Context: an optimization exercise on an open-source flow, tuned for small area. The choices shown serve that exercise and are no tape-out recipe.
Function was checked by simulation only, so behaviour that the tests miss may differ from the original.
The clock input has no modelled driver; a real chip could not lean on it and would need a root buffer or a full tree.
Power is estimated from default activity; no workload was simulated.

==> inputs of job 7534 <==
==> flow/design.v (excerpt) <==
module EECS3216_Lab4 (input Clock,
                      input TimerON,
                      input Coin5,
                      input Coin10,
                      input Coin20,
                      input Reset,
                      output [6:0] tenSec,
                      output [6:0] oneSec,
                      output C5Enable,
                      output C10Enable,
                      output C20Enable);
export LEC_CHECK = 0
export CAP_MARGIN = 20
export CORE_MARGIN = 2
export CORE_UTILIZATION = 40
export CTS_BUF_LIST = sky130_fd_sc_hd__clkbuf_4
export CTS_CLUSTER_DIAMETER = 100
export CTS_CLUSTER_SIZE = 40
export SLEW_MARGIN = 20
create_clock -name core_clock -period 20.0 [get_ports {Clock}]
standard.sh (not shown) runs the stock make flow with config.mk's settings and CLKGATE_MAP_FILE= SYNTH_SCRIPT=/design/flow/synth_recipe.tcl, a recipe that flattens the netlist after the stock synthesis.
==> flow/flow/run.sh <==
#!/bin/bash
# Own layout flow: the standard ORFS flow (standard.sh) with these changes.
#  - Synthesis maps the logic with the area-oriented ABC script flow/abc_area.script and does
#    not extract half/full adders. Everything else in synthesis (synth_recipe.tcl, ORFS's
#    synth.tcl, register mapping, flattening, renaming) is unchanged, so the registers are the
#    standard synthesis's.
#  - Port buffering uses the platform's smallest buffer, sky130_fd_sc_hd__buf_1.
#  - Clock tree: the design has few registers, so the clock port drives one clock buffer
#    (sky130_fd_sc_hd__clkbuf_16) that drives every register's clock pin, in place of
#    TritonCTS's H-tree.
# The scripts are ORFS's own, copied here; only abc_area.script and cts.tcl's tree step differ.
set -euo pipefail
W=$(pwd)
rm -rf "$W/scripts_area"
mkdir -p "$W/scripts_area"
cp -r "$FLOW_HOME/scripts/." "$W/scripts_area/"
cp "$W/flow/abc_area.script" "$W/scripts_area/abc_area.script"
python3 - "$W/scripts_area/cts.tcl" <<'P'
import sys
f = sys.argv[1]
t = open(f).read()
old = "log_cmd clock_tree_synthesis {*}$cts_args"
assert old in t
new = """# one clock buffer at the centre of the registers, driving all of them
set sx 0
set sy 0
set ns 0
foreach it [[[ord::get_db_block] findNet Clock] getITerms] {
  set loc [[$it getInst] getLocation]
  set sx [expr {$sx + [lindex $loc 0]}]
  set sy [expr {$sy + [lindex $loc 1]}]
  incr ns
}
set dbu [[ord::get_db_tech] getDbUnitsPerMicron]
log_cmd insert_buffer -buffer_cell sky130_fd_sc_hd__clkbuf_16 -net Clock -buffer_name clkbuf_0_Clock -net_name clknet_0_Clock -location [list [expr {$sx / $ns / double($dbu)}] [expr {$sy / $ns / double($dbu)}]]
set_propagated_clock [all_clocks]"""
open(f, "w").write(t.replace(old, new))
P
bash standard.sh finish SCRIPTS_DIR="$W/scripts_area" ABC_AREA=1 ADDER_MAP_FILE= \
  "BUFFER_PORTS_ARGS=-buffer_cell sky130_fd_sc_hd__buf_1" > "$W/orfs_make.log" 2>&1
==> flow/flow/abc_area.script <==
strash
&get -n
&deepsyn -T 20
&put
dch -f
amap
topo
dnsize -c
==> inputs of job 8827, as changes to job 7534 <==
==> flow/flow/abc_area.script (replaced) <==
strash
&get -n
&deepsyn -T 20
&put
dch -f
amap -F 4 -A 10
topo
dnsize -c
==> inputs of job 7925, as changes to job 7534 <==
--- a/flow/flow/run.sh
+++ b/flow/flow/run.sh
@@ -8,3 +8,3 @@
 #  - Clock tree: the design has few registers, so the clock port drives one clock buffer
-#    (sky130_fd_sc_hd__clkbuf_16) that drives every register's clock pin, in place of
+#    (sky130_fd_sc_hd__clkbuf_8) that drives every register's clock pin, in place of
 #    TritonCTS's H-tree.
@@ -23,14 +23,4 @@
 assert old in t
-new = """# one clock buffer at the centre of the registers, driving all of them
-set sx 0
-set sy 0
-set ns 0
-foreach it [[[ord::get_db_block] findNet Clock] getITerms] {
-  set loc [[$it getInst] getLocation]
-  set sx [expr {$sx + [lindex $loc 0]}]
-  set sy [expr {$sy + [lindex $loc 1]}]
-  incr ns
-}
-set dbu [[ord::get_db_tech] getDbUnitsPerMicron]
-log_cmd insert_buffer -buffer_cell sky130_fd_sc_hd__clkbuf_16 -net Clock -buffer_name clkbuf_0_Clock -net_name clknet_0_Clock -location [list [expr {$sx / $ns / double($dbu)}] [expr {$sy / $ns / double($dbu)}]]
+new = """log_cmd insert_buffer -buffer_cell sky130_fd_sc_hd__clkbuf_8 -net Clock -buffer_name clkbuf_0_Clock -net_name clknet_0_Clock
+[[ord::get_db_block] findNet clknet_0_Clock] setSigType CLOCK
 set_propagated_clock [all_clocks]"""
==> flow/flow/abc_area.script (replaced) <==
strash
dc2
dch -f
amap
topo
dnsize -c
==> comparison table <==
metric                                                       job 8827              job 7925        job 7534
Run status                                             finished clean        did not finish  finished clean
Last stage reached                                                  -  clock tree synthesis               -
Final HPWL DP                                                 2030 um               2190 um         2180 um
Clk pin slew, worst setup/hold paths                          0.12 ns                     -         0.12 ns
Routability cong.                                               0.824                 0.771           0.829
Slew margin rel.                                                0.463                     -           0.498
Library cells used by synthesis                                    28                    27              29
Remaining antenna violation count after routing                     0                     -               0
Clock latency on the worst-skew pair                          0.18 ns                     -         0.18 ns
P_int                                                          120 uW                     -          119 uW
Number of flip-flops under the largest register name               11                     -              11
Final Slew Violations                                               0                     -               0
DRC violation count after routing                                   0                     -               0
Met3 routed WL                                                  75 um                     -           87 um
Global routing usage summed across all routing layers           0.126                     -           0.145
Global-route wire length before repair                        4410 um                     -         5090 um
Register area                                                721 um^2                     -        721 um^2
Min Clock Period, post-route                                  5.36 ns                     -         5.32 ns
IR drop worst, VDD                                            58.0 uV                     -         66.7 uV
Number of antenna repair diodes                                     0                     -               0
Fill cell count                                                   368                     -             373
The clock cells of job 7534 and job 8827 come from the design's own scripts or RTL, not from TritonCTS.

* * *

==> run H: inputs <==
==> flow/design.v <==
module EECS3216_Lab4 (input Clock,
                      input TimerON,
                      input Coin5,
                      input Coin10,
                      input Coin20,
                      input Reset,
                      output [6:0] tenSec,
                      output [6:0] oneSec,
                      output C5Enable,
                      output C10Enable,
                      output C20Enable);
  localparam        INV_MT = 1'b0;
  localparam  [1:0] INV_MC = 2'b00;
  localparam [10:0] INV_NH = 11'b10101010101;
  localparam  [7:0] INV_S  = 8'b10101010;
  localparam  [2:0] INV_E  = 3'b000;
  localparam  [2:0] INV_OP = 3'b000;
  localparam  [2:0] INV_U  = 3'b000;
  localparam  [2:0] INV_B  = 3'b000;
  localparam        INV_V  = 1'b0;
  localparam        INV_A  = 1'b0;
  reg        mt_r;
  reg  [1:0] mc_r;
  reg [10:0] nh_r;
  reg  [7:0] s_r;
  reg  [2:0] e_r;
  reg  [2:0] op_r;
  reg  [2:0] u_r, b_r;
  reg        v_r, a_r;
  wire        mt = mt_r ^ INV_MT;
  wire  [1:0] mc = mc_r ^ INV_MC;
  wire [10:0] nh = nh_r ^ INV_NH;
  wire  [7:0] s  = s_r ^ INV_S;
  wire  [2:0] op = op_r ^ INV_OP;
  wire  [2:0] u  = u_r ^ INV_U;
  wire  [2:0] b  = b_r ^ INV_B;
  wire        v  = v_r ^ INV_V;
  wire        a  = a_r ^ INV_A;
  assign {C20Enable, C10Enable, C5Enable} = e_r ^ INV_E;
  wire no_coin = ~mc[1] & ~mc[0];
  wire is_idle = ~mt & no_coin;
  wire is_c5   = ~mc[1] &  mc[0];
  wire is_c10  =  mc[1] & ~mc[0];
  wire is_c20  =  mc[1] &  mc[0];
  wire held    = (is_c5 & Coin5) | (is_c10 & Coin10) | (is_c20 & Coin20);
  wire p0 = Coin5 | (~Coin10 & Coin20);
  wire p1 = ~Coin5 & (Coin10 | Coin20);
  always @(posedge Clock) begin
    mt_r  <= TimerON ^ INV_MT;
    mc_r  <= {~TimerON & (no_coin ? p1 : held & mc[1]),
              ~TimerON & (no_coin ? p0 : held & mc[0])} ^ INV_MC;
  end
  wire nh_end = (nh == 11'b10010000000);    
  wire nh_clr = nh_end | ~Reset;
  always @(posedge Clock)
    nh_r <= (nh_clr ? 11'd0 : {nh[9:0], ~(nh[10] ^ nh[1])}) ^ INV_NH;
  wire cw     = (is_c5 & C5Enable) | (is_c10 & C10Enable) | (is_c20 & C20Enable);
  wire s_zero = (s == 8'd0);                 
  wire s_end  = (s == 8'b10000011);          
  always @(posedge Clock)
    if (~Reset | s_end) s_r <= INV_S;
    else if (cw) s_r <= {s[6:0], ~(s[7] ^ s[2])} ^ INV_S;
  wire acc = cw & s_zero;                    
  always @(posedge Clock) begin
    e_r <= {~Reset | is_idle | (C20Enable & ~(is_c20 & s_zero)),
            ~Reset | is_idle | (C10Enable & ~(is_c10 & s_zero)),
            ~Reset | is_idle | (C5Enable  & ~(is_c5  & s_zero))} ^ INV_E;
  end
  always @(posedge Clock) begin
    op_r <= {~Reset | (mt & nh_end), ~Reset | (acc & mc[1]), ~Reset | (acc & mc[0])} ^ INV_OP;
  end
  wire o_clr = op[2] & op[1];
  wire o_dec = op[2] & ~op[1];
  wire o5    = ~op[2] & ~op[1] & op[0];
  wire o10   = ~op[2] & op[1] & ~op[0];
  wire o20   = ~op[2] & op[1] & op[0];
  wire u4 = (u[0] & ~u[1] & ~u[2]);
  wire u0 = (~u[0] & ~u[1]);
  wire b0 = (~b[0] & ~b[1]);
  wire [2:0] u_up = {(u[0] & ~u[2]), (~u[1]), (~u[2])};
  wire [2:0] u_dn = {(~u[0]), (~u[1]), (~u[0]) | (u[2])};
  wire [2:0] b_dn = {(b[0] & b[1]), (~b[0] & ~b[1]) | (b[2]), (~b[0]) | (b[1])};
  wire up_raw = o20 | (v & (o10 | (o5 & a)));
  wire sat    = u4 & up_raw;                 
  wire up     = ~u4 & up_raw;
  wire nz     = ~(u0 & ~v & ~a & b0);        
  wire tb     = o_dec & nz;
  wire bor    = tb & b0;
  wire dn     = bor & ~a & ~v;
  wire tv     = o10 | (o5 & a) | (bor & ~a);
  wire ta     = o5 | bor;
  always @(posedge Clock) begin
    u_r <= (o_clr ? 3'b000 : sat ? 3'b001 : up ? u_up : dn ? u_dn : u) ^ INV_U;
    v_r <= (~o_clr & (sat | (v ^ tv))) ^ INV_V;
    a_r <= (~o_clr & (sat | (a ^ ta))) ^ INV_A;
    b_r <= (o_clr ? 3'b000 : sat ? 3'b011 : tb ? b_dn : b) ^ INV_B;
  end
  assign tenSec[0] = (v & ~u[0] & ~u[1]) | (~v & u[2]);
  assign tenSec[1] = (v & u[2]) | (~v & ~u[0] & u[1]);
  assign tenSec[2] = (~v & u[0] & u[1]);
  assign tenSec[3] = ~((~v & ~u[2]) | (v & u[2]) | (u[0] & u[1]));
  assign tenSec[4] = (v) | (u[2]);
  assign tenSec[5] = (v & ~u[0]) | (u[0] & u[1]);
  assign tenSec[6] = ~((u[0]) | (~v & u[1]));
  assign oneSec[0] = (b[0] & ~b[2] & ~a);
  assign oneSec[1] = (~b[1] & ~b[2] & a);
  assign oneSec[2] = (~b[0] & b[1] & ~a);
  assign oneSec[3] = (b[0] & ~b[2] & ~a) | (b[1] & a);
  assign oneSec[4] = ~((~b[0] & ~a) | (b[0] & ~b[1] & a));
  assign oneSec[5] = (b[0] & ~b[1] & ~a) | (~b[0] & b[1]);
  assign oneSec[6] = (~b[1] & ~b[2] & ~a) | (~b[0] & b[1] & a);
endmodule
==> flow/flow/run.sh <==
#!/bin/bash
# Own layout flow: the standard ORFS flow (standard.sh) with two changes.
#  - Synthesis maps the logic with the area-oriented ABC script flow/abc_area.script and does
#    not extract half/full adders. Everything else in synthesis (synth_recipe.tcl, ORFS's
#    synth.tcl, register mapping, flattening, renaming) is unchanged, so the registers are the
#    standard synthesis's.
#  - Port buffering uses the platform's smallest buffer, sky130_fd_sc_hd__buf_1.
#  - Clock tree synthesis uses sky130_fd_sc_hd__clkbuf_4 and adds no dummy loads.
# The scripts are ORFS's own, copied here so that only abc_area.script differs.
set -euo pipefail
W=$(pwd)
rm -rf "$W/scripts_area"
mkdir -p "$W/scripts_area"
cp -r "$FLOW_HOME/scripts/." "$W/scripts_area/"
cp "$W/flow/abc_area.script" "$W/scripts_area/abc_area.script"
bash standard.sh finish SCRIPTS_DIR="$W/scripts_area" ABC_AREA=1 ADDER_MAP_FILE= \
  "BUFFER_PORTS_ARGS=-buffer_cell sky130_fd_sc_hd__buf_1" \
  "CTS_ARGS=-buf_list sky130_fd_sc_hd__clkbuf_4 -root_buf sky130_fd_sc_hd__clkbuf_4 -sink_clustering_enable -sink_clustering_size 40 -sink_clustering_max_diameter 300 -dont_use_dummy_load -repair_clock_nets" > "$W/orfs_make.log" 2>&1
==> flow/flow/abc_area.script <==
strash
&get -n
&deepsyn -T 20
&put
dch -f
amap
topo
dnsize -c
==> flow/standard.sh <==
#!/bin/bash
# synth_recipe.tcl (not shown) runs the flow's synth.tcl, then flattens the netlist and writes it again
# the make line also repeats each setting of config.mk as NAME=value (left out here)
make -C /OpenROAD-flow-scripts/flow DESIGN_CONFIG=/design/flow/config.mk WORK_HOME=/design/flow/orfs CLKGATE_MAP_FILE= SYNTH_SCRIPT=/design/flow/synth_recipe.tcl "${@:-finish}"
==> flow/config.mk <==
export PLATFORM = sky130hd
export DESIGN_NAME = EECS3216_Lab4
export DESIGN_NICKNAME = EECS3216_Lab4
export VERILOG_FILES = /design/flow/design.v
export SDC_FILE = /design/flow/constraint.sdc
export NUM_CORES = 4
export LEC_CHECK = 0
export CAP_MARGIN = 20
export CORE_MARGIN = 2
export CORE_UTILIZATION = 40
export CTS_BUF_LIST = sky130_fd_sc_hd__clkbuf_4
export CTS_CLUSTER_DIAMETER = 100
export CTS_CLUSTER_SIZE = 40
export SLEW_MARGIN = 20
==> flow/constraint.sdc <==
create_clock -name core_clock -period 20.0 [get_ports {Clock}]
set_input_delay 4.0000 -clock core_clock [delete_from_list [all_inputs] [get_ports {Clock}]]
set_output_delay 4.0000 -clock core_clock [all_outputs]
set_load 0.01 [all_outputs]
==> inputs of run C, as changes to run H <==
--- a/flow/flow/run.sh
+++ b/flow/flow/run.sh
@@ -7,3 +7,2 @@
 #  - Port buffering uses the platform's smallest buffer, sky130_fd_sc_hd__buf_1.
-#  - Clock tree synthesis uses sky130_fd_sc_hd__clkbuf_4 and adds no dummy loads.
 # The scripts are ORFS's own, copied here so that only abc_area.script differs.
@@ -17,2 +16,2 @@
   "BUFFER_PORTS_ARGS=-buffer_cell sky130_fd_sc_hd__buf_1" \
-  "CTS_ARGS=-buf_list sky130_fd_sc_hd__clkbuf_4 -root_buf sky130_fd_sc_hd__clkbuf_4 -sink_clustering_enable -sink_clustering_size 40 -sink_clustering_max_diameter 300 -dont_use_dummy_load -repair_clock_nets" > "$W/orfs_make.log" 2>&1
+  "CTS_ARGS=-buf_list sky130_fd_sc_hd__clkbuf_8 -root_buf sky130_fd_sc_hd__clkbuf_8 -sink_clustering_enable -sink_clustering_size 50 -sink_clustering_max_diameter 300 -sink_clustering_levels 1 -dont_use_dummy_load -repair_clock_nets" > "$W/orfs_make.log" 2>&1
==> flow/flow/abc_area.script (replaced) <==
strash
dc2
dch -f
amap
topo
dnsize -c
==> inputs of run X, as changes to run H <==
==> flow/run.sh (new file) <==
#!/bin/bash
# synth_recipe.tcl (not shown) runs the flow's synth.tcl, then flattens the netlist and writes it again
# the make line also repeats each setting of config.mk as NAME=value (left out here)
make -C /OpenROAD-flow-scripts/flow DESIGN_CONFIG=/design/flow/config.mk WORK_HOME=/design/flow/orfs CLKGATE_MAP_FILE= SYNTH_SCRIPT=/design/flow/synth_recipe.tcl finish
removed: flow/flow/run.sh
removed: flow/flow/abc_area.script
removed: flow/standard.sh
==> inputs of run Z, as changes to run H <==
--- a/flow/flow/run.sh
+++ b/flow/flow/run.sh
@@ -7,3 +7,2 @@
 #  - Port buffering uses the platform's smallest buffer, sky130_fd_sc_hd__buf_1.
-#  - Clock tree synthesis uses sky130_fd_sc_hd__clkbuf_4 and adds no dummy loads.
 # The scripts are ORFS's own, copied here so that only abc_area.script differs.
@@ -16,3 +15,2 @@
 bash standard.sh finish SCRIPTS_DIR="$W/scripts_area" ABC_AREA=1 ADDER_MAP_FILE= \
-  "BUFFER_PORTS_ARGS=-buffer_cell sky130_fd_sc_hd__buf_1" \
-  "CTS_ARGS=-buf_list sky130_fd_sc_hd__clkbuf_4 -root_buf sky130_fd_sc_hd__clkbuf_4 -sink_clustering_enable -sink_clustering_size 40 -sink_clustering_max_diameter 300 -dont_use_dummy_load -repair_clock_nets" > "$W/orfs_make.log" 2>&1
+  "BUFFER_PORTS_ARGS=-buffer_cell sky130_fd_sc_hd__buf_1" > "$W/orfs_make.log" 2>&1
==> results.ini <==
[outcome]
run_status=finished clean

[cells_and_area]
final_cell_mix=dfxtp_1 (36), clkdlybuf4s50_1 (22), nor2_1 (21)
fillers=462

[timing]
period_share_pct=29.7
tightest_slew_ns=0.500

[worst_hold_path]
hp-start=nh_r[7]$_SDFF_PP0_

The numbers above come from run X.

==> results.ini <==
[timing]
tightest_slew_ns=0.943
period_share_pct=27.5

[power]
pwr-share-seq_pct=43.9

[cells_and_area]
final_cell_mix=dfxtp_1 (36), nor2_1 (33), clkinv_1 (27)
fillers=345

[outcome]
run_status=finished clean

The numbers above come from run C.

==> results.ini <==
[floorplan]
num_io_pins=23

[synth]
syn_nets=176
ys_types=29

[outcome]
run_status=finished clean

[worst_hold_path]
hp-start=nh_r[7]$_SDFF_PP0_

[timing]
period_share_pct=27.3
tightest_slew_ns=0.752

[cells_and_area]
final_cell_mix=dfxtp_1 (36), nor2_1 (32), clkinv_1 (26)
fillers=372

[power]
max-vdd-ir-drop_uv=44.6

The numbers above come from run H.

==> results.ini <==
[cells_and_area]
fillers=369
final_cell_mix=dfxtp_1 (36), nor2_1 (32), clkinv_1 (27)

[worst_hold_path]
hp-start=nh_r[3]$_SDFF_PP0_

[floorplan]
core-area_um2=3360
nWellTaps=46

[outcome]
run_status=finished clean

[power]
clock_power_mw=0.0357

[detailed_routing]
first_pass_iters=7

[clock_network]
cts_hold_buf=0

[timing]
tightest_slew_ns=0.745

The numbers above come from run Z.

[static timing again, ports no longer ideal]
The flow's constraints put no driver on any port. The routed layouts listed below were extracted and timed again, unchanged, in two steps.
Step 1, drivers: a clkbuf_16 drives Clock and a buf_2 each remaining input, both assumed.
Step 2, shift: input delay + t, output delay - t, t = (earliest + latest rising clock arrival at the registers) / 2. This alone moves slack from input paths to output paths.
Slacks: ideal / step 1 / step 2; pairs: ideal / step 1.
| run | t, ns | slack for setup (ns) | pins driven straight from the clock port |
|---|---|---|---|
| job 7534 | 0.200 | 14.677 / 14.651 / 14.831 | 1 |
| job 8827 | 0.204 | 14.642 / 14.615 / 14.728 | 1 |
| run H | 0.346 | 14.534 / 14.512 / 14.819 | 1 |
| run C | 0.300 | 14.493 / 14.468 / 14.768 | 1 |
| run X | 0.354 | 14.055 / 14.033 / 14.359 | 1 |
| run Z | 0.352 | 14.524 / 14.502 / 14.830 | 1 |
After both steps every run listed still meets setup and hold.
